Background: an optimization exercise with open tools, aiming at small area, a short achievable clock period and few clock cycles. Do not read the settings as production practice. Function was not checked in any run shown here: the RTL went through the layout flow alone. The clock port is modelled as an ideal driver, which makes a skipped or thinned clock tree look cheaper than it is; a real chip needs a root buffer or a tree. No activity file was given, so power comes from the tool's default toggle rates.

==> flow/design.v, too long to show whole: its modules and the start of the top module <==
// module conv2d_3x3_lb: 1073 lines
// module fa3: 10 lines
// module ha2: 9 lines
module conv2d_3x3_lb #(
    parameter MAX_W = 16
)(
    input         clk,
    input         reset,
    input         start,
    input  [7:0]  base_a,
    input  [7:0]  base_b,
    input  [7:0]  base_c,
    input  [4:0]  tile_w,    
    input  [4:0]  tile_h,    
    output reg    busy,
    output reg    done,
    output            a_en,
    output            a_we,          
    output reg  [7:0] a_addr,
    output      [31:0] a_di,         
    input       [31:0] a_dout,
    output            b_en,
    output            b_we,          
    output reg  [7:0] b_addr,
    output      [31:0] b_di,         
    input       [31:0] b_dout,
    output            c_en,
    output            c_we,
    output reg  [7:0] c_addr,
    output reg [31:0] c_di,
    input       [31:0] c_dout        
);
  // ...
==> flow/flow/run.sh <==
#!/bin/bash
# Standard ORFS layout (the standard.sh, unchanged synthesis), with
# timing repair aimed well below the clock period, and plain buffers on the
# ports instead of delay buffers.
set -euo pipefail
bash standard.sh \
  SETUP_SLACK_MARGIN=11 \
  BUFFER_PORTS_ARGS="-buffer_cell sky130_fd_sc_hd__buf_2" \
  CTS_CLUSTER_SIZE=40 CTS_CLUSTER_DIAMETER=80 \
  finish > standard.log 2>&1
==> flow/standard.sh <==
#!/bin/bash
# synth_recipe.tcl (not shown) runs the flow's synth.tcl, then flattens the netlist and writes it again
# the make line also repeats each setting of config.mk as NAME=value (left out here)
make -C /OpenROAD-flow-scripts/flow DESIGN_CONFIG=/design/flow/config.mk WORK_HOME=/design/flow/orfs CLKGATE_MAP_FILE= SYNTH_SCRIPT=/design/flow/synth_recipe.tcl "${@:-finish}"
==> flow/config.mk <==
export PLATFORM = sky130hd
export DESIGN_NAME = conv2d_3x3_lb
export DESIGN_NICKNAME = conv2d_3x3_lb
export VERILOG_FILES = /design/flow/design.v
export SDC_FILE = /design/flow/constraint.sdc
export NUM_CORES = 4
export LEC_CHECK = 0
export CAP_MARGIN = 20
export CORE_MARGIN = 2
export CORE_UTILIZATION = 40
export SLEW_MARGIN = 20
export SYNTH_HIERARCHICAL = 1
export SYNTH_MINIMUM_KEEP_SIZE = 0
==> flow/constraint.sdc <==
create_clock -name core_clock -period 15.0 [get_ports {clk}]
set_input_delay 3.0000 -clock core_clock [delete_from_list [all_inputs] [get_ports {clk}]]
set_output_delay 3.0000 -clock core_clock [all_outputs]
set_load 0.01 [all_outputs]
==> impl_metrics.json, run 1 <==
{
  "nonClkBufAreaFrac": 0.112,
  "post_layout_nonfiller_instances": 2537,
  "n_all_buffers": 277,
  "cts_root_buffer": "clkbuf_16",
  "dieArea_um2": 49600,
  "wl_met1_um": 22100,
  "critPathCaptureType": "flop",
  "p_seq_frac": 0.183,
  "slew_viol_final": 0,
  "synthesis.instances": 1752,
  "cts_buffers": 15,
  "vias": 14051,
  "drive_above_1_share": 0.264,
  "cp_top_family": "adder cells",
  "crit_chain": "a22oi_1 -> xnor2_1 -> fa_1 -> fa_1 -> fa_2 -> fa_2 -> fa_1 -> fa_2 -> xor2_1 -> xnor2_1 -> xnor2_1 -> xnor2_1 -> xnor2_1 -> xnor2_2",
  "ctsHoldBuffers": 0,
  "dp_cells": 2429,
  "synthXorXnorAreaFrac": 0.170,
  "power.largest_group": "combinational logic",
  "crit_start": "bone[6]",
  "fin_nets": 2368,
  "status": "complete, no violations",
  "drt_iter0_drc": 1056,
  "synth_most_common_cell": "xnor2_1",
  "comb_power_share": 0.728,
  "final_common_cell": "xnor2_1",
  "num-nonclk-inverters": 51
}
==> run 2, diff against run 1 <==
--- a/flow/design.v
+++ b/flow/design.v
@@ -384,19 +384,19 @@
   ha2 u_h31 (c22, s29, h31, hc32);
   assign nxt_s[8] = h31;
   assign nxt_c[8] = c24;
   wire s33, c34;
   fa3 u_s33 (pp0_9, pp1_7, pp2_5, s33, c34);
   wire s35, c36;
   fa3 u_s35 (pp3_3, pp4_1, c26, s35, c36);
   wire s37, c38;
-  fa3 u_s37 (c28, s33, s35, s37, c38);
+  fa3 u_s37 (c28, s33, c30, s37, c38);
   wire s39, c40;
-  fa3 u_s39 (c30, hc32, s37, s39, c40);
+  fa3 u_s39 (s35, hc32, s37, s39, c40);
   assign nxt_s[9] = s39;
   assign nxt_c[9] = 1'b0;
   wire s41, c42;
   fa3 u_s41 (bneg[5], pp0_10, pp1_8, s41, c42);
   wire s43, c44;
   fa3 u_s43 (pp2_6, pp3_4, pp4_2, s43, c44);
   wire s45, c46;
   fa3 u_s45 (pp5_0, c34, s41, s45, c46);
@@ -409,74 +409,74 @@
   wire s51, c52;
   fa3 u_s51 (pp0_11, pp1_9, pp2_7, s51, c52);
   wire s53, c54;
   fa3 u_s53 (pp3_5, pp4_3, pp5_1, s53, c54);
   wire s55, c56;
   fa3 u_s55 (c42, c44, s51, s55, c56);
   wire s57, c58;
   fa3 u_s57 (s53, c46, s55, s57, c58);
-  wire s59, c60;
-  fa3 u_s59 (c48, s57, c50, s59, c60);
-  assign nxt_s[11] = s59;
-  assign nxt_c[11] = 1'b0;
+  wire h59, hc60;
+  ha2 u_h59 (c48, s57, h59, hc60);
+  assign nxt_s[11] = h59;
+  assign nxt_c[11] = c50;
   wire s61, c62;
   fa3 u_s61 (bneg[6], pp0_12, pp1_10, s61, c62);
   wire s63, c64;
   fa3 u_s63 (pp2_8, pp3_6, pp4_4, s63, c64);
   wire s65, c66;
   fa3 u_s65 (pp5_2, pp6_0, c52, s65, c66);
   wire s67, c68;
   fa3 u_s67 (c54, s61, s63, s67, c68);
   wire s69, c70;
-  fa3 u_s69 (s65, c56, s67, s69, c70);
-  wire h71, hc72;
-  ha2 u_h71 (c58, s69, h71, hc72);
-  assign nxt_s[12] = h71;
-  assign nxt_c[12] = c60;
+  fa3 u_s69 (c56, s65, s67, s69, c70);
+  wire s71, c72;
+  fa3 u_s71 (c58, s69, hc60, s71, c72);
+  assign nxt_s[12] = s71;
+  assign nxt_c[12] = 1'b0;
   wire s73, c74;
   fa3 u_s73 (pp0_13, pp1_11, pp2_9, s73, c74);
   wire s75, c76;
   fa3 u_s75 (pp3_7, pp4_5, pp5_3, s75, c76);
   wire s77, c78;
   fa3 u_s77 (pp6_1, c62, c64, s77, c78);
   wire s79, c80;
   fa3 u_s79 (s73, s75, c66, s79, c80);
   wire s81, c82;
-  fa3 u_s81 (s77, c68, s79, s81, c82);
-  wire s83, c84;
-  fa3 u_s83 (c70, hc72, s81, s83, c84);
-  assign nxt_s[13] = s83;
-  assign nxt_c[13] = 1'b0;
+  fa3 u_s81 (c68, s77, s79, s81, c82);
+  wire h83, hc84;
+  ha2 u_h83 (c70, s81, h83, hc84);
+  assign nxt_s[13] = h83;
+  assign nxt_c[13] = c72;
   wire s85, c86;
   fa3 u_s85 (bneg[7], pp0_14, pp1_12, s85, c86);
   wire s87, c88;
   fa3 u_s87 (pp2_10, pp3_8, pp4_6, s87, c88);
   wire s89, c90;
   fa3 u_s89 (pp5_4, pp6_2, pp7_0, s89, c90);
   wire s91, c92;
   fa3 u_s91 (c74, c76, s85, s91, c92);
   wire s93, c94;
   fa3 u_s93 (s87, s89, c78, s93, c94);
   wire s95, c96;
   fa3 u_s95 (s91, c80, s93, s95, c96);
   wire s97, c98;
-  fa3 u_s97 (c82, s95, c84, s97, c98);
+  fa3 u_s97 (c82, s95, hc84, s97, c98);
   assign nxt_s[14] = s97;
   assign nxt_c[14] = 1'b0;
   wire s99, c100;
   fa3 u_s99 (pp0_15, pp1_13, pp2_11, s99, c100);
   wire s101, c102;
   fa3 u_s101 (pp3_9, pp4_7, pp5_5, s101, c102);
   wire s103, c104;
   fa3 u_s103 (pp6_3, pp7_1, c86, s103, c104);
   wire s105, c106;
   fa3 u_s105 (c88, c90, s101, s105, c106);
   wire s107, c108;
-  fa3 u_s107 (s99, s103, c92, s107, c108);
+  fa3 u_s107 (s99, c92, s103, s107, c108);
   wire s109, c110;
   fa3 u_s109 (s105, c94, s107, s109, c110);
   wire h111, hc112;
   ha2 u_h111 (c96, s109, h111, hc112);
   assign nxt_s[15] = h111;
   assign nxt_c[15] = c98;
   wire s113, c114;
   fa3 u_s113 (bneg[8], pp0_16, pp1_14, s113, c114);
@@ -484,97 +484,97 @@
   fa3 u_s115 (pp2_12, pp3_10, pp4_8, s115, c116);
   wire s117, c118;
   fa3 u_s117 (pp5_6, pp6_4, pp7_2, s117, c118);
   wire s119, c120;
   fa3 u_s119 (pp8_0, c100, c102, s119, c120);
   wire s121, c122;
   fa3 u_s121 (s113, s115, s117, s121, c122);
   wire s123, c124;
-  fa3 u_s123 (c104, s119, c106, s123, c124);
+  fa3 u_s123 (c104, c106, s119, s123, c124);
   wire s125, c126;
   fa3 u_s125 (s121, c108, s123, s125, c126);
-  wire s127, c128;
-  fa3 u_s127 (c110, s125, hc112, s127, c128);
-  assign nxt_s[16] = s127;
-  assign nxt_c[16] = 1'b0;
+  wire h127, hc128;
+  ha2 u_h127 (c110, s125, h127, hc128);
+  assign nxt_s[16] = hc112;
+  assign nxt_c[16] = h127;
   wire s129, c130;
   fa3 u_s129 (pp0_17, pp1_15, pp2_13, s129, c130);
   wire s131, c132;
   fa3 u_s131 (pp3_11, pp4_9, pp5_7, s131, c132);
   wire s133, c134;
   fa3 u_s133 (pp6_5, pp7_3, pp8_1, s133, c134);
   wire s135, c136;
   fa3 u_s135 (c114, c116, c118, s135, c136);
   wire s137, c138;
   fa3 u_s137 (s129, s131, s133, s137, c138);
   wire s139, c140;
-  fa3 u_s139 (c120, s135, c122, s139, c140);
+  fa3 u_s139 (c120, c122, s135, s139, c140);
   wire s141, c142;
   fa3 u_s141 (s137, c124, s139, s141, c142);
   wire h143, hc144;
   ha2 u_h143 (c126, s141, h143, hc144);
-  assign nxt_s[17] = h143;
-  assign nxt_c[17] = c128;
+  assign nxt_s[17] = hc128;
+  assign nxt_c[17] = h143;
   wire s145, c146;
   fa3 u_s145 (bneg[9], pp0_18, pp1_16, s145, c146);
   wire s147, c148;
   fa3 u_s147 (pp2_14, pp3_12, pp4_10, s147, c148);
   wire s149, c150;
   fa3 u_s149 (pp5_8, pp6_6, pp7_4, s149, c150);
   wire s151, c152;
   fa3 u_s151 (pp8_2, pp9_0, c130, s151, c152);
   wire s153, c154;
   fa3 u_s153 (c132, c134, s145, s153, c154);
   wire s155, c156;
   fa3 u_s155 (s147, s149, c136, s155, c156);
   wire s157, c158;
-  fa3 u_s157 (s151, c138, s153, s157, c158);
+  fa3 u_s157 (c138, s151, s153, s157, c158);
   wire s159, c160;
   fa3 u_s159 (c140, s155, s157, s159, c160);
-  wire s161, c162;
-  fa3 u_s161 (c142, s159, hc144, s161, c162);
-  assign nxt_s[18] = s161;
-  assign nxt_c[18] = 1'b0;
+  wire h161, hc162;
+  ha2 u_h161 (c142, s159, h161, hc162);
+  assign nxt_s[18] = hc144;
+  assign nxt_c[18] = h161;
   wire s163, c164;
   fa3 u_s163 (pp0_19, pp1_17, pp2_15, s163, c164);
   wire s165, c166;
   fa3 u_s165 (pp3_13, pp4_11, pp5_9, s165, c166);
   wire s167, c168;
   fa3 u_s167 (pp6_7, pp7_5, pp8_3, s167, c168);
   wire s169, c170;
   fa3 u_s169 (pp9_1, c146, c148, s169, c170);
   wire s171, c172;
   fa3 u_s171 (c150, s163, s165, s171, c172);
   wire s173, c174;
-  fa3 u_s173 (s167, c152, s169, s173, c174);
+  fa3 u_s173 (s167, c152, c154, s173, c174);
   wire s175, c176;
-  fa3 u_s175 (c154, s171, c156, s175, c176);
+  fa3 u_s175 (s169, s171, c156, s175, c176);
   wire s177, c178;
   fa3 u_s177 (c158, s173, s175, s177, c178);
   wire h179, hc180;
   ha2 u_h179 (c160, s177, h179, hc180);
-  assign nxt_s[19] = h179;
-  assign nxt_c[19] = c162;
+  assign nxt_s[19] = hc162;
+  assign nxt_c[19] = h179;
   wire s181, c182;
   fa3 u_s181 (bneg[10], pp0_20, pp10_0, s181, c182);
   wire s183, c184;
   fa3 u_s183 (pp1_18, pp2_16, pp3_14, s183, c184);
   wire s185, c186;
   fa3 u_s185 (pp4_12, pp5_10, pp6_8, s185, c186);
   wire s187, c188;
   fa3 u_s187 (pp7_6, pp8_4, pp9_2, s187, c188);
   wire s189, c190;
   fa3 u_s189 (c164, c166, c168, s189, c190);
   wire s191, c192;
   fa3 u_s191 (s181, s183, s185, s191, c192);
   wire s193, c194;
-  fa3 u_s193 (s187, c170, s189, s193, c194);
+  fa3 u_s193 (s187, c170, c172, s193, c194);
   wire s195, c196;
-  fa3 u_s195 (c172, s191, c174, s195, c196);
+  fa3 u_s195 (s189, s191, c174, s195, c196);
   wire s197, c198;
   fa3 u_s197 (s193, c176, s195, s197, c198);
   wire h199, hc200;
   ha2 u_h199 (c178, s197, h199, hc200);
   assign nxt_s[20] = hc180;
   assign nxt_c[20] = h199;
   wire s201, c202;
   fa3 u_s201 (pp0_21, pp10_1, pp1_19, s201, c202);
@@ -584,19 +584,19 @@
   fa3 u_s205 (pp5_11, pp6_9, pp7_7, s205, c206);
   wire s207, c208;
   fa3 u_s207 (pp8_5, pp9_3, c182, s207, c208);
   wire s209, c210;
   fa3 u_s209 (c184, c186, c188, s209, c210);
   wire s211, c212;
   fa3 u_s211 (s201, s203, s205, s211, c212);
   wire s213, c214;
-  fa3 u_s213 (c190, s207, s209, s213, c214);
+  fa3 u_s213 (c190, c192, s207, s213, c214);
   wire s215, c216;
-  fa3 u_s215 (c192, s211, c194, s215, c216);
+  fa3 u_s215 (s209, s211, c194, s215, c216);
   wire s217, c218;
   fa3 u_s217 (s213, c196, s215, s217, c218);
   wire h219, hc220;
   ha2 u_h219 (c198, s217, h219, hc220);
   assign nxt_s[21] = hc200;
   assign nxt_c[21] = h219;
   wire s221, c222;
   fa3 u_s221 (bneg[11], pp0_22, pp10_2, s221, c222);
@@ -608,17 +608,17 @@
   fa3 u_s227 (pp6_10, pp7_8, pp8_6, s227, c228);
   wire s229, c230;
   fa3 u_s229 (pp9_4, c202, c204, s229, c230);
   wire s231, c232;
   fa3 u_s231 (c206, s221, s223, s231, c232);
   wire s233, c234;
   fa3 u_s233 (s225, s227, c208, s233, c234);
   wire s235, c236;
-  fa3 u_s235 (c210, s229, c212, s235, c236);
+  fa3 u_s235 (c210, c212, s229, s235, c236);
   wire s237, c238;
   fa3 u_s237 (s231, c214, s233, s237, c238);
   wire s239, c240;
   fa3 u_s239 (s235, c216, s237, s239, c240);
   wire h241, hc242;
   ha2 u_h241 (c218, s239, h241, hc242);
   assign nxt_s[22] = hc220;
   assign nxt_c[22] = h241;
@@ -632,17 +632,17 @@
   fa3 u_s249 (pp7_9, pp8_7, pp9_5, s249, c250);
   wire s251, c252;
   fa3 u_s251 (c222, c224, c226, s251, c252);
   wire s253, c254;
   fa3 u_s253 (c228, s243, s245, s253, c254);
   wire s255, c256;
   fa3 u_s255 (s247, s249, c230, s255, c256);
   wire s257, c258;
-  fa3 u_s257 (s251, c232, s253, s257, c258);
+  fa3 u_s257 (c232, s251, s253, s257, c258);
   wire s259, c260;
   fa3 u_s259 (c234, c236, s255, s259, c260);
   wire s261, c262;
   fa3 u_s261 (s257, c238, s259, s261, c262);
   wire h263, hc264;
   ha2 u_h263 (c240, s261, h263, hc264);
   assign nxt_s[23] = hc242;
   assign nxt_c[23] = h263;
@@ -656,19 +656,19 @@
   fa3 u_s271 (pp5_14, pp6_12, pp7_10, s271, c272);
   wire s273, c274;
   fa3 u_s273 (pp8_8, pp9_6, c244, s273, c274);
   wire s275, c276;
   fa3 u_s275 (c246, c248, c250, s275, c276);
   wire s277, c278;
   fa3 u_s277 (s265, s267, s269, s277, c278);
   wire s279, c280;
-  fa3 u_s279 (s271, c252, s273, s279, c280);
+  fa3 u_s279 (s271, c252, c254, s279, c280);
   wire s281, c282;
-  fa3 u_s281 (s275, c254, s277, s281, c282);
+  fa3 u_s281 (s273, s275, s277, s281, c282);
   wire s283, c284;
   fa3 u_s283 (c256, c258, s279, s283, c284);
   wire s285, c286;
   fa3 u_s285 (s281, c260, s283, s285, c286);
   wire h287, hc288;
   ha2 u_h287 (c262, s285, h287, hc288);
   assign nxt_s[24] = hc264;
   assign nxt_c[24] = h287;
@@ -682,19 +682,19 @@
   fa3 u_s295 (pp6_13, pp7_11, pp8_9, s295, c296);
   wire s297, c298;
   fa3 u_s297 (pp9_7, c266, c268, s297, c298);
   wire s299, c300;
   fa3 u_s299 (c270, c272, s289, s299, c300);
   wire s301, c302;
   fa3 u_s301 (s291, s293, s295, s301, c302);
   wire s303, c304;
-  fa3 u_s303 (c274, c276, s297, s303, c304);
+  fa3 u_s303 (c274, c276, c278, s303, c304);
   wire s305, c306;
-  fa3 u_s305 (c278, s299, s301, s305, c306);
+  fa3 u_s305 (s297, s299, s301, s305, c306);
   wire s307, c308;
   fa3 u_s307 (c280, c282, s303, s307, c308);
   wire s309, c310;
   fa3 u_s309 (s305, c284, s307, s309, c310);
   wire h311, hc312;
   ha2 u_h311 (c286, s309, h311, hc312);
   assign nxt_s[25] = hc288;
   assign nxt_c[25] = h311;
@@ -710,19 +710,19 @@
   fa3 u_s321 (pp7_12, pp8_10, pp9_8, s321, c322);
   wire s323, c324;
   fa3 u_s323 (c290, c292, c294, s323, c324);
   wire s325, c326;
   fa3 u_s325 (c296, s313, s315, s325, c326);
   wire s327, c328;
   fa3 u_s327 (s317, s319, s321, s327, c328);
   wire s329, c330;
-  fa3 u_s329 (c298, s323, c300, s329, c330);
+  fa3 u_s329 (c298, c300, c302, s329, c330);
   wire s331, c332;
-  fa3 u_s331 (c302, s325, s327, s331, c332);
+  fa3 u_s331 (s323, s325, s327, s331, c332);
   wire s333, c334;
   fa3 u_s333 (c304, c306, s329, s333, c334);
   wire s335, c336;
   fa3 u_s335 (s331, c308, s333, s335, c336);
   wire h337, hc338;
   ha2 u_h337 (c310, s335, h337, hc338);
   assign nxt_s[26] = hc312;
   assign nxt_c[26] = h337;
@@ -738,19 +738,19 @@
   fa3 u_s347 (pp8_11, pp9_9, c314, s347, c348);
   wire s349, c350;
   fa3 u_s349 (c316, c318, c320, s349, c350);
   wire s351, c352;
   fa3 u_s351 (c322, s339, s341, s351, c352);
   wire s353, c354;
   fa3 u_s353 (s343, s345, c324, s353, c354);
   wire s355, c356;
-  fa3 u_s355 (s347, s349, c326, s355, c356);
+  fa3 u_s355 (c326, c328, s347, s355, c356);
   wire s357, c358;
-  fa3 u_s357 (c328, s351, c330, s357, c358);
+  fa3 u_s357 (s349, s351, c330, s357, c358);
   wire s359, c360;
   fa3 u_s359 (s353, c332, s355, s359, c360);
   wire s361, c362;
   fa3 u_s361 (c334, s357, s359, s361, c362);
   wire h363, hc364;
   ha2 u_h363 (c336, s361, h363, hc364);
   assign nxt_s[27] = hc338;
   assign nxt_c[27] = h363;
@@ -768,26 +768,26 @@
   fa3 u_s375 (pp9_10, c340, c342, s375, c376);
   wire s377, c378;
   fa3 u_s377 (c344, c346, s365, s377, c378);
   wire s379, c380;
   fa3 u_s379 (s367, s369, s371, s379, c380);
   wire s381, c382;
   fa3 u_s381 (s373, c348, c350, s381, c382);
   wire s383, c384;
-  fa3 u_s383 (s375, c352, s377, s383, c384);
+  fa3 u_s383 (c352, s375, s377, s383, c384);
   wire s385, c386;
   fa3 u_s385 (s379, c354, c356, s385, c386);
   wire s387, c388;
   fa3 u_s387 (s381, s383, c358, s387, c388);
   wire s389, c390;
   fa3 u_s389 (c360, s385, s387, s389, c390);
   wire h391, hc392;
-  ha2 u_h391 (c362, hc364, h391, hc392);
-  assign nxt_s[28] = s389;
+  ha2 u_h391 (c362, s389, h391, hc392);
+  assign nxt_s[28] = hc364;
   assign nxt_c[28] = h391;
   wire s393, c394;
   fa3 u_s393 (pp0_29, pp10_9, pp11_7, s393, c394);
   wire s395, c396;
   fa3 u_s395 (pp12_5, pp13_3, pp14_1, s395, c396);
   wire s397, c398;
   fa3 u_s397 (pp1_27, pp2_25, pp3_23, s397, c398);
   wire s399, c400;
@@ -796,19 +796,19 @@
   fa3 u_s401 (pp7_15, pp8_13, pp9_11, s401, c402);
   wire s403, c404;
   fa3 u_s403 (c366, c368, c370, s403, c404);
   wire s405, c406;
   fa3 u_s405 (c372, c374, s393, s405, c406);
   wire s407, c408;
   fa3 u_s407 (s395, s397, s399, s407, c408);
   wire s409, c410;
-  fa3 u_s409 (s401, c376, s403, s409, c410);
+  fa3 u_s409 (s401, c376, c378, s409, c410);
   wire s411, c412;
-  fa3 u_s411 (c378, c380, s405, s411, c412);
+  fa3 u_s411 (c380, s403, s405, s411, c412);
   wire s413, c414;
   fa3 u_s413 (s407, c382, c384, s413, c414);
   wire s415, c416;
   fa3 u_s415 (s409, s411, c386, s415, c416);
   wire s417, c418;
   fa3 u_s417 (s413, c388, s415, s417, c418);
   wire h419, hc420;
   ha2 u_h419 (c390, s417, h419, hc420);
@@ -828,58 +828,87 @@
   fa3 u_s431 (pp8_14, pp9_12, c394, s431, c432);
   wire s433, c434;
   fa3 u_s433 (c396, c398, c400, s433, c434);
   wire s435, c436;
   fa3 u_s435 (c402, s421, s423, s435, c436);
   wire s437, c438;
   fa3 u_s437 (s425, s427, s429, s437, c438);
   wire s439, c440;
-  fa3 u_s439 (c404, s431, s433, s439, c440);
+  fa3 u_s439 (c404, c406, c408, s439, c440);
   wire s441, c442;
-  fa3 u_s441 (c406, c408, s435, s441, c442);
+  fa3 u_s441 (s431, s433, s435, s441, c442);
   wire s443, c444;
   fa3 u_s443 (s437, c410, c412, s443, c444);
   wire s445, c446;
   fa3 u_s445 (s439, s441, c414, s445, c446);
   wire s447, c448;
   fa3 u_s447 (s443, c416, s445, s447, c448);
   wire h449, hc450;
   ha2 u_h449 (c418, s447, h449, hc450);
   assign nxt_s[30] = hc420;
   assign nxt_c[30] = h449;
-  wire x451 = pp0_31 ^ pp10_11;
-  wire x452 = pp11_9 ^ pp12_7;
-  wire x453 = pp13_5 ^ pp14_3;
-  wire x454 = pp15_1 ^ pp1_29;
-  wire x455 = pp2_27 ^ pp3_25;
-  wire x456 = pp4_23 ^ pp5_21;
-  wire x457 = pp6_19 ^ pp7_17;
-  wire x458 = pp8_15 ^ pp9_13;
-  wire x459 = x451 ^ x452;
-  wire x460 = x453 ^ x454;
-  wire x461 = x455 ^ x456;
-  wire x462 = x457 ^ x458;
-  wire x463 = c422 ^ c424;
-  wire x464 = c426 ^ c428;
-  wire x465 = c430 ^ x459;
-  wire x466 = x460 ^ x461;
-  wire x467 = x462 ^ x463;
-  wire x468 = x464 ^ x465;
-  wire x469 = x466 ^ c432;
-  wire x470 = c434 ^ c436;
-  wire x471 = c438 ^ x467;
-  wire x472 = x468 ^ x469;
-  wire x473 = x470 ^ x471;
-  wire x474 = c440 ^ c442;
-  wire x475 = x472 ^ x473;
-  wire x476 = x474 ^ x475;
-  wire x477 = c444 ^ x476;
-  wire x478 = c446 ^ x477;
-  wire x479 = x478 ^ c448;
+  wire x451;
+  xo2 u_x451 (pp0_31, pp10_11, x451);
+  wire x452;
+  xo2 u_x452 (pp11_9, pp12_7, x452);
+  wire x453;
+  xo2 u_x453 (pp13_5, pp14_3, x453);
+  wire x454;
+  xo2 u_x454 (pp15_1, pp1_29, x454);
+  wire x455;
+  xo2 u_x455 (pp2_27, pp3_25, x455);
+  wire x456;
+  xo2 u_x456 (pp4_23, pp5_21, x456);
+  wire x457;
+  xo2 u_x457 (pp6_19, pp7_17, x457);
+  wire x458;
+  xo2 u_x458 (pp8_15, pp9_13, x458);
+  wire x459;
+  xo2 u_x459 (x451, x452, x459);
+  wire x460;
+  xo2 u_x460 (x453, x454, x460);
+  wire x461;
+  xo2 u_x461 (x455, x456, x461);
+  wire x462;
+  xo2 u_x462 (x457, x458, x462);
+  wire x463;
+  xo2 u_x463 (c422, c424, x463);
+  wire x464;
+  xo2 u_x464 (c426, c428, x464);
+  wire x465;
+  xo2 u_x465 (c430, x459, x465);
+  wire x466;
+  xo2 u_x466 (x460, x461, x466);
+  wire x467;
+  xo2 u_x467 (x462, x463, x467);
+  wire x468;
+  xo2 u_x468 (x464, x465, x468);
+  wire x469;
+  xo2 u_x469 (x466, c432, x469);
+  wire x470;
+  xo2 u_x470 (c434, x467, x470);
+  wire x471;
+  xo2 u_x471 (x468, c436, x471);
+  wire x472;
+  xo2 u_x472 (c438, x469, x472);
+  wire x473;
+  xo2 u_x473 (x470, x471, x473);
+  wire x474;
+  xo2 u_x474 (x472, c440, x474);
+  wire x475;
+  xo2 u_x475 (x473, c442, x475);
+  wire x476;
+  xo2 u_x476 (x474, x475, x476);
+  wire x477;
+  xo2 u_x477 (c444, x476, x477);
+  wire x478;
+  xo2 u_x478 (x477, c446, x478);
+  wire x479;
+  xo2 u_x479 (x478, c448, x479);
   assign nxt_s[31] = x479;
   assign nxt_c[31] = hc450;
   wire [31:0] accm = c_di & {32{~f3}};
   wire [31:0] csa_s, csa_c;
   assign csa_c[0] = 1'b0;
   fa3 u_csa0 (accm[0], p_s[0], p_c[0], csa_s[0], csa_c[1]);
   fa3 u_csa1 (accm[1], p_s[1], p_c[1], csa_s[1], csa_c[2]);
   fa3 u_csa2 (accm[2], p_s[2], p_c[2], csa_s[2], csa_c[3]);
@@ -1086,8 +1115,15 @@
     input  a,
     input  b,
     output s,
     output co
 );
     assign s  = a ^ b;
     assign co = a & b;
 endmodule
+module xo2 (
+    input  a,
+    input  b,
+    output y
+);
+    assign y = a ^ b;
+endmodule
==> impl_metrics.json, run 2 <==
{
  "rr_startpoint": "bneg[0]",
  "drt-total-wl_um": 55200,
  "fin_setup_tns_ps": 0,
  "mostFrequentLayoutCells": "289 x xnor2_1, 236 x a22oi_1, 236 x fa_1, 126 x buf_2, 91 x dfxtp_1",
  "peakVddDrop_v": 0.000160,
  "drt_iter0_drc": 1160,
  "finalSetupViolCount": 0,
  "crit_chain": "buf_2",
  "synth_most_common_cell": "xnor2_1",
  "drive_above_1_share": 0.247,
  "relSlewSlack": 0.478,
  "p_leak_nw": 8.97,
  "ys_types": 49,
  "final_common_cell": "xnor2_1",
  "place_congestion": 0.873,
  "p_per_area_nw_per_um2": 218,
  "rsz0062_at_grt": "yes",
  "tightest_slew_ps": 782,
  "critPathArrivalTime_ps": 1130,
  "swShare": 0.444,
  "worstSkewPairLatency_ps": 530,
  "slew_viol_final": 0,
  "synth_area_leaders": "fa_1 27%, dfxtp_1 18%, xnor2_1 14%, a22oi_1 10%, edfxtp_1 6.8%",
  "path_buf_inv": 1,
  "synthesis.instances": 1744,
  "crit_required_ps": 12000,
  "ff2ff_setup_slack_ps": 10980,
  "hold_end": "f3",
  "cts_buffers": 17,
  "final.setup_skew_ps": 23.0,
  "top_regs": "A_r: 32 flops, c_di: 32 flops, p_s: 32 flops",
  "ys_warn_count": 7,
  "ctsHoldBuffers": 0,
  "core-area_um2": 46700,
  "reg2reg_depth": 9,
  "drtAntennaViolNets": 0,
  "vias_per_cell": 5.53,
  "crit_path_max_incr_delay_ps": 440,
  "power_frac_clock": 0.101,
  "dieArea_um2": 49200,
  "fin_nets": 2358,
  "slowest_stage": "edfxtp_1",
  "p_switching_mw": 2.20,
  "fin_crit_sh": 0.275,
  "crit_type": "reg2out",
  "drtPass1Iterations": 17,
  "ys_seq_area_frac": 0.253,
  "crit_path_max_fanout": 3,
  "cp_top_family": "flip-flops",
  "total_power_mw": 4.96,
  "drc": 0,
  "ys.flop_type": "dfxtp_1",
  "ys_top_cells_by_count": "301 x xnor2_1, 256 x a22oi_1, 253 x fa_1",
  "comb_power_share": 0.707,
  "crit_path_start_kind": "flop",
  "synth-seq-cells": 218,
  "hpwlAfterDp_um": 35700,
  "timing.rr.end": "p_c[30]",
  "hold_violations": 0,
  "fill_cells": 4185,
  "vias": 13946,
  "initial_core_util": 0.407,
  "globalRouteTotalUtil": 0.216,
  "p_seq_frac": 0.192,
  "hp-class": "reg2reg",
  "die_w_um": 222,
  "status": "complete, no violations",
  "synth_area_um2": 19000,
  "grt_antenna_before_repair": 3,
  "pin_count": 261,
  "grt_max_degree": 55,
  "avgSynthCellArea_um2": 10.9,
  "worstHoldStart": "f2",
  "gr-total-overflow": 0,
  "cts_buffer_depth": 3,
  "cts_root_buffer": "clkbuf_16",
  "synth_top_area_frac": 0.267,
  "grt_pass1_wl_um": 83200,
  "power.internal_mw": 2.76,
  "holdPathStages": 0,
  "cap_viol_max_count": 0,
  "first_global_vias": 14674,
  "critPathCaptureType": "primary output",
  "fmax_ghz": 0.242,
  "cts.sinks": 218,
  "area_growth_pct": 19.9,
  "cts_tree": "yes",
  "synth_top_area_cell": "fa_1",
  "die_y_um": 222,
  "path_clk_slew_ps": 90,
  "async_reset_ff_frac": 0,
  "portBuffers": 162,
  "post-route-min-period_ps": 4130,
  "synth-edff-count": 43,
  "rows": 79,
  "cts-htree-levels": 1,
  "wl_per_cell_um": 21.9
}
[run 2: cell types whose count changed after synthesis, sizes merged, moves of 5 or more]
cell,previous run,this run
xnor2,323,301
nor3,13,8
xor2,49,71
buf,134,96
clkbuf,82,121
a21o,7,12
[run 2: routing by layer]
metal / GRT usage / wire length, um / part of all wire / up-vias
met5: 0 / 13 / 0.00024 / -
met4: 0.0957 / 2150 / 0.039 / 2
met3: 0.0462 / 5200 / 0.094 / 153
met2: 0.367 / 26600 / 0.48 / 734
met1: 0.263 / 21200 / 0.38 / 6973
li1: - / - / - / 6084
[run 2: per-module statistics from Yosys (local to each module, per instance)]
module	times used	cells	cell area, um2	flops+latches
conv2d_3x3_lb	1	1459	13700	218
fa3	237	1	20.0	0
ha2	19	1	12.5	0
xo2	29	1	8.76	0
[run 2: cell families after synthesis]
logic type	share of synthesized area
buf+inv	0.0662
other cells	0.000198
mux	0.00633
flops	0.253
fa+ha+maj	0.315
simple gates	0.0517
xor+xnor	0.172
compound gates	0.136
[run 2: worst register-to-register path, stage by stage (launching register included)]
cell and delay [ps]:
dfxtp_2 350, buf_8 320, xnor2_1 220, fa_2 520
fa_1 520, fa_2 350, fa_2 360, fa_1 510
fa_1 460, ha_1 300
[run 2: area by class of cell]
cell class | count | area (um2) | share of cell area
antenna | 3 | 7.51 | 0.000330
clock buffer | 18 | 439 | 0.0193
sequential | 218 | 4960 | 0.218
clock inverter | 12 | 166 | 0.00732
multi-input combinational | 1336 | 13600 | 0.596
inverter | 49 | 188 | 0.00825
timing repair buffer | 277 | 2660 | 0.117
tap | 607 | 759 | 0.0334
[run 2: how the worst max path moves through the flow]
stage	to	cells past startpoint	slack, ps	start
6_report	c_addr[4]	1	10870	c_addr[4]
5_1_grt	c_addr[6]	1	10830	c_addr[6]
4_1_cts	c_addr[4]	1	10850	c_addr[4]
3_3_place_gp	p_c[29]	9	10450	A_r[13]
3_5_place_dp	p_c[29]	9	10390	A_r[13]
2_1_floorplan	p_c[30]	11	11000	A_r[6]
[run 2: per-stage QoR]
step           hold WS, ps  cell area (um2)  instances  utilization  setup slack [ps]
5_1_grt                339            22700       2517        0.487             10830
4_1_cts                338            21900       2480        0.469             10850
2_1_floorplan          310            19300       1820            -             11000
3_3_place_gp           309            20100       2411        0.430             10450
3_5_place_dp           323            20100       2411        0.430             10390
6_report               337            22700       2520        0.487             10870
[run 2: power groups by stage]
stage | registers (mW) | clock network, mW | logic, mW
4_1_cts | 0.953 | 0.514 | 3.46
3_3_place_gp | 0.945 | 0 | 3.17
6_report | 0.955 | 0.500 | 3.51
3_5_place_dp | 0.946 | 0 | 3.28
5_1_grt | 0.972 | 0.537 | 4.03
2_1_floorplan | 0.937 | 0 | 2.34
[run 2: what timing repair did]
item,CTS,global route
buffers inserted,31,28
pin swaps,15,27
setup endpoints to repair,91,71
gates resized for setup,207,100
cloned,8,9
==> run 3, diff against run 2 <==
==> flow/flow/run.sh (replaced) <==
#!/bin/bash
# Standard ORFS layout (the standard.sh, unchanged synthesis), with
# timing repair aimed well below the clock period, plain buffers on the ports
# instead of delay buffers, and a two-level clock tree (see post_cts.tcl).
set -euo pipefail
here=$(pwd)
bash standard.sh \
  SETUP_SLACK_MARGIN=11 \
  BUFFER_PORTS_ARGS="-buffer_cell sky130_fd_sc_hd__buf_2" \
  CTS_ARGS="-sink_clustering_enable -repair_clock_nets -sink_clustering_size 30 -sink_clustering_max_diameter 150 -dont_use_dummy_load" \
  POST_CTS_TCL="$here/flow/post_cts.tcl" \
  finish > standard.log 2>&1
==> flow/flow/post_cts.tcl (new file) <==
# Runs at the end of ORFS's CTS step (POST_CTS_TCL hook).
# TritonCTS builds a root buffer, H-tree buffers and leaf (sink cluster)
# buffers. This design has few registers, so the H-tree level is removed: the
# root buffer drives every leaf buffer directly. Every register's clock still
# comes through two clkbuf_16, with nearly the same latency for all of them.
set block [ord::get_db_block]
set clk_net [[$block findBTerm clk] getNet]
proc is_clkbuf {inst} {
  return [string match "sky130_fd_sc_hd__clkbuf_*" [[$inst getMaster] getName]]
}
set root ""
set leaves {}
set middles {}
foreach inst [$block getInsts] {
  if {![is_clkbuf $inst]} { continue }
  set out [[$inst findITerm X] getNet]
  set in [[$inst findITerm A] getNet]
  if {$out == "NULL" || $in == "NULL"} { continue }
  if {[$out getSigType] != "CLOCK"} { continue }
  if {[$in getName] == [$clk_net getName]} { set root $inst; continue }
  set drives_buf 0
  foreach it [$out getITerms] {
    if {[$it isInputSignal] && [is_clkbuf [$it getInst]]} { set drives_buf 1 }
  }
  if {$drives_buf} { lappend middles $inst } else { lappend leaves $inst }
}
puts "post_cts: root [expr {$root == "" ? "none" : [$root getName]}], [llength $middles] middle buffers, [llength $leaves] leaf buffers"
if {$root != "" && [llength $middles] >= 1 && [llength $leaves] <= 12} {
  set root_net [[$root findITerm X] getNet]
  foreach inst $leaves {
    set a [$inst findITerm A]
    $a disconnect
    $a connect $root_net
  }
  foreach inst $middles {
    set out [[$inst findITerm X] getNet]
    odb::dbInst_destroy $inst
    if {[llength [$out getITerms]] == 0} { odb::dbNet_destroy $out }
  }
  puts "post_cts: the root buffer now drives the leaf buffers directly"
  estimate_parasitics -placement
  repair_timing_helper
  detailed_placement
  check_placement -verbose
  report_clock_latency
}
==> impl_metrics.json, run 3 <==
{
  "status": "complete, no violations",
  "cap_viol_max_count": 0,
  "avgSynthCellArea_um2": 10.9,
  "ys_warn_count": 7,
  "post-route-min-period_ps": 4050,
  "synth-seq-cells": 218,
  "vias_per_cell": 5.47,
  "comb_power_share": 0.739,
  "rows": 79,
  "synthesis.instances": 1744,
  "ys_top_cells_by_count": "301 x xnor2_1, 256 x a22oi_1, 253 x fa_1",
  "drc": 0,
  "synth_top_area_frac": 0.267,
  "hp-class": "reg2reg",
  "top_usage_layer": "met2",
  "ys_types": 49,
  "cts.sinks": 218,
  "synth_top_area_cell": "fa_1",
  "crit_chain": "buf_2",
  "area_growth_pct": 17.2,
  "fill_cells": 4220,
  "drtPass1Iterations": 18,
  "hold_violations": 0,
  "initial_core_util": 0.407,
  "synth_most_common_cell": "xnor2_1",
  "p_switching_mw": 2.12,
  "final_core_util": 0.476,
  "wl_per_cell_um": 21.9,
  "drt_iter0_drc": 1191,
  "synth-edff-count": 43,
  "swShare": 0.450,
  "die_y_um": 222,
  "portBuffers": 162,
  "synth_area_um2": 19000,
  "crit_required_ps": 12000,
  "place_congestion": 0.873,
  "fin_setup_tns_ps": 0,
  "p_seq_frac": 0.200,
  "core-area_um2": 46700,
  "vias": 13666,
  "tightest_slew_ps": 792,
  "mostFrequentLayoutCells": "290 x xnor2_1, 236 x fa_1, 234 x a22oi_1, 155 x buf_2, 110 x dfxtp_1",
  "worstSkewPairLatency_ps": 440,
  "p_leak_nw": 8.76,
  "power_frac_clock": 0.062,
  "path_clk_slew_ps": 120,
  "slew_viol_final": 0,
  "grt_pass1_wl_um": 83600,
  "first_global_vias": 14740,
  "hpwlAfterDp_um": 35700,
  "path_buf_inv": 1,
  "top_regs": "A_r: 32 flops, c_di: 32 flops, p_s: 32 flops",
  "crit_path_start_kind": "flop",
  "grt_antenna_before_repair": 1,
  "critPathArrivalTime_ps": 1050,
  "final_common_cell": "xnor2_1",
  "fmax_ghz": 0.247,
  "ys.flop_type": "dfxtp_1",
  "relSlewSlack": 0.472,
  "fin_nets": 2349,
  "dieArea_um2": 49200,
  "crit_path_max_fanout": 2,
  "met3_usage": 0.0584,
  "final.setup_skew_ps": 49.0,
  "peakVddDrop_v": 0.000157,
  "rsz0062_at_grt": "yes",
  "async_reset_ff_frac": 0,
  "die_w_um": 222,
  "met1_usage": 0.264,
  "drtAntennaViolNets": 0,
  "ys_seq_area_frac": 0.253,
  "fin_crit_sh": 0.270,
  "synth_area_leaders": "fa_1 27%, dfxtp_1 18%, xnor2_1 14%, a22oi_1 10%, edfxtp_1 6.8%",
  "cp_top_family": "flip-flops",
  "gr-total-overflow": 0,
  "grt_max_degree": 55,
  "power.internal_mw": 2.59,
  "finalSetupViolCount": 0,
  "critPathCaptureType": "primary output",
  "crit_path_max_incr_delay_ps": 440,
  "crit_type": "reg2out",
  "use_met2": 0.370,
  "drive_above_1_share": 0.228,
  "globalRouteTotalUtil": 0.220,
  "pin_count": 261,
  "slowest_stage": "edfxtp_1",
  "p_per_area_nw_per_um2": 212,
  "drt-total-wl_um": 54600
}
## run 3: cell types whose count changed in the layout (fill, tap and decap cells not counted), sizes merged
cell	before	now
inv	58	48
clkbuf	27	16
bufbuf	7	11
buf	261	258
clkinv	2	0
## run 3: power by group through the flow
stage               clock network [mW]  logic, mW  registers, mW
finish                           0.290       3.48          0.940
global route                     0.322       3.99          0.958
detailed placement                   0       3.28          0.946
global placement                     0       3.17          0.945
floorplan                            0       2.34          0.937
## run 3: path summary, 6_finish.rpt
path	start	to	slack (ps)	cells after the start
max	a_addr[2]	a_addr[2]	10950	1
min	f2	f3	340	0
max reg2reg	bone[0]	p_c[30]	11010	10
min reg2reg	f2	f3	340	0
## run 3: worst register-to-register path: stages (launching register included)
cell and delay, ps:
dfxtp_4 370, buf_12 150, a22oi_2 200, xnor2_1 160, fa_2 520, fa_1 520, fa_2 360, fa_2 360
fa_1 510, fa_1 460, ha_1 290
## run 3: cell families after synthesis
family / after synthesis / share of synthesized area
xor+xnor: 372 / 0.172
other cells: 1 / 0.000198
simple gates: 186 / 0.0517
buf+inv: 266 / 0.0662
compound gates: 364 / 0.136
mux: 11 / 0.00633
fa+ha+maj: 326 / 0.315
flops: 218 / 0.253
## run 3: stage by stage
step	hold slack, ps	total power, mW	std cells	worst slack [ps]	area, um2
2_1_floorplan	310	3.27	1820	11000	19300
3_3_place_gp	309	4.11	2411	10450	20100
3_5_place_dp	323	4.22	2411	10390	20100
5_1_grt	342	5.27	2495	10900	22200
6_report	340	4.71	2498	10950	22200
## run 3: per-module statistics from Yosys, one instance, submodules excluded
module         times used  cells inside
conv2d_3x3_lb           1          1459
fa3                   237             1
ha2                    19             1
xo2                    29             1
## run 3: layout make-up
class	count	area [um2]	share of cell area
multi-input combinational	1336	13600	0.610
inverter	49	188	0.00845
tap	607	759	0.0342
timing repair buffer	276	2530	0.114
antenna	3	7.51	0.000338
sequential	218	4950	0.223
clock buffer	9	225	0.0101
## run 3: per-layer routing
| layer | wire length, um | vias to the layer above |
|---|---|---|
| li1 | - | 6054 |
| met1 | 21300 | 6834 |
| met2 | 26400 | 622 |
| met3 | 4660 | 154 |
| met4 | 2260 | 2 |
| met5 | 13 | - |

==> static timing again, ports no longer ideal <==
The results above use ideal ports. As a check the final layouts listed here were re-extracted and re-timed, cells and wires unchanged. Step 1 (the two cells are an assumption about what drives the block):
set clk [get_ports {clk}]
set_driving_cell -lib_cell sky130_fd_sc_hd__clkbuf_16 $clk
set_driving_cell -lib_cell sky130_fd_sc_hd__buf_2 [delete_from_list [all_inputs] $clk]
Step 2 also shifts input and output timing later by t, the mid clock arrival at the registers, as if the neighbouring blocks saw the same clock. Slacks: no drivers / after step 1 / after step 2; pairs: no drivers / after step 1.
| run | t (ns) | setup slack, ns | cell pins on the clock port's net |
|---|---|---|---|
| run 1 | 0.583 | 10.396 / 10.396 / 10.396 | 1 |
| run 2 | 0.581 | 10.870 / 10.813 / 10.769 | 1 |
| run 3 | 0.475 | 10.953 / 10.896 / 10.722 | 1 |
After both steps setup and hold are still met in every run listed. For run 3, which loses most, drivers alone change the setup slack by -0.057 ns; drivers and shift together by -0.231 ns.
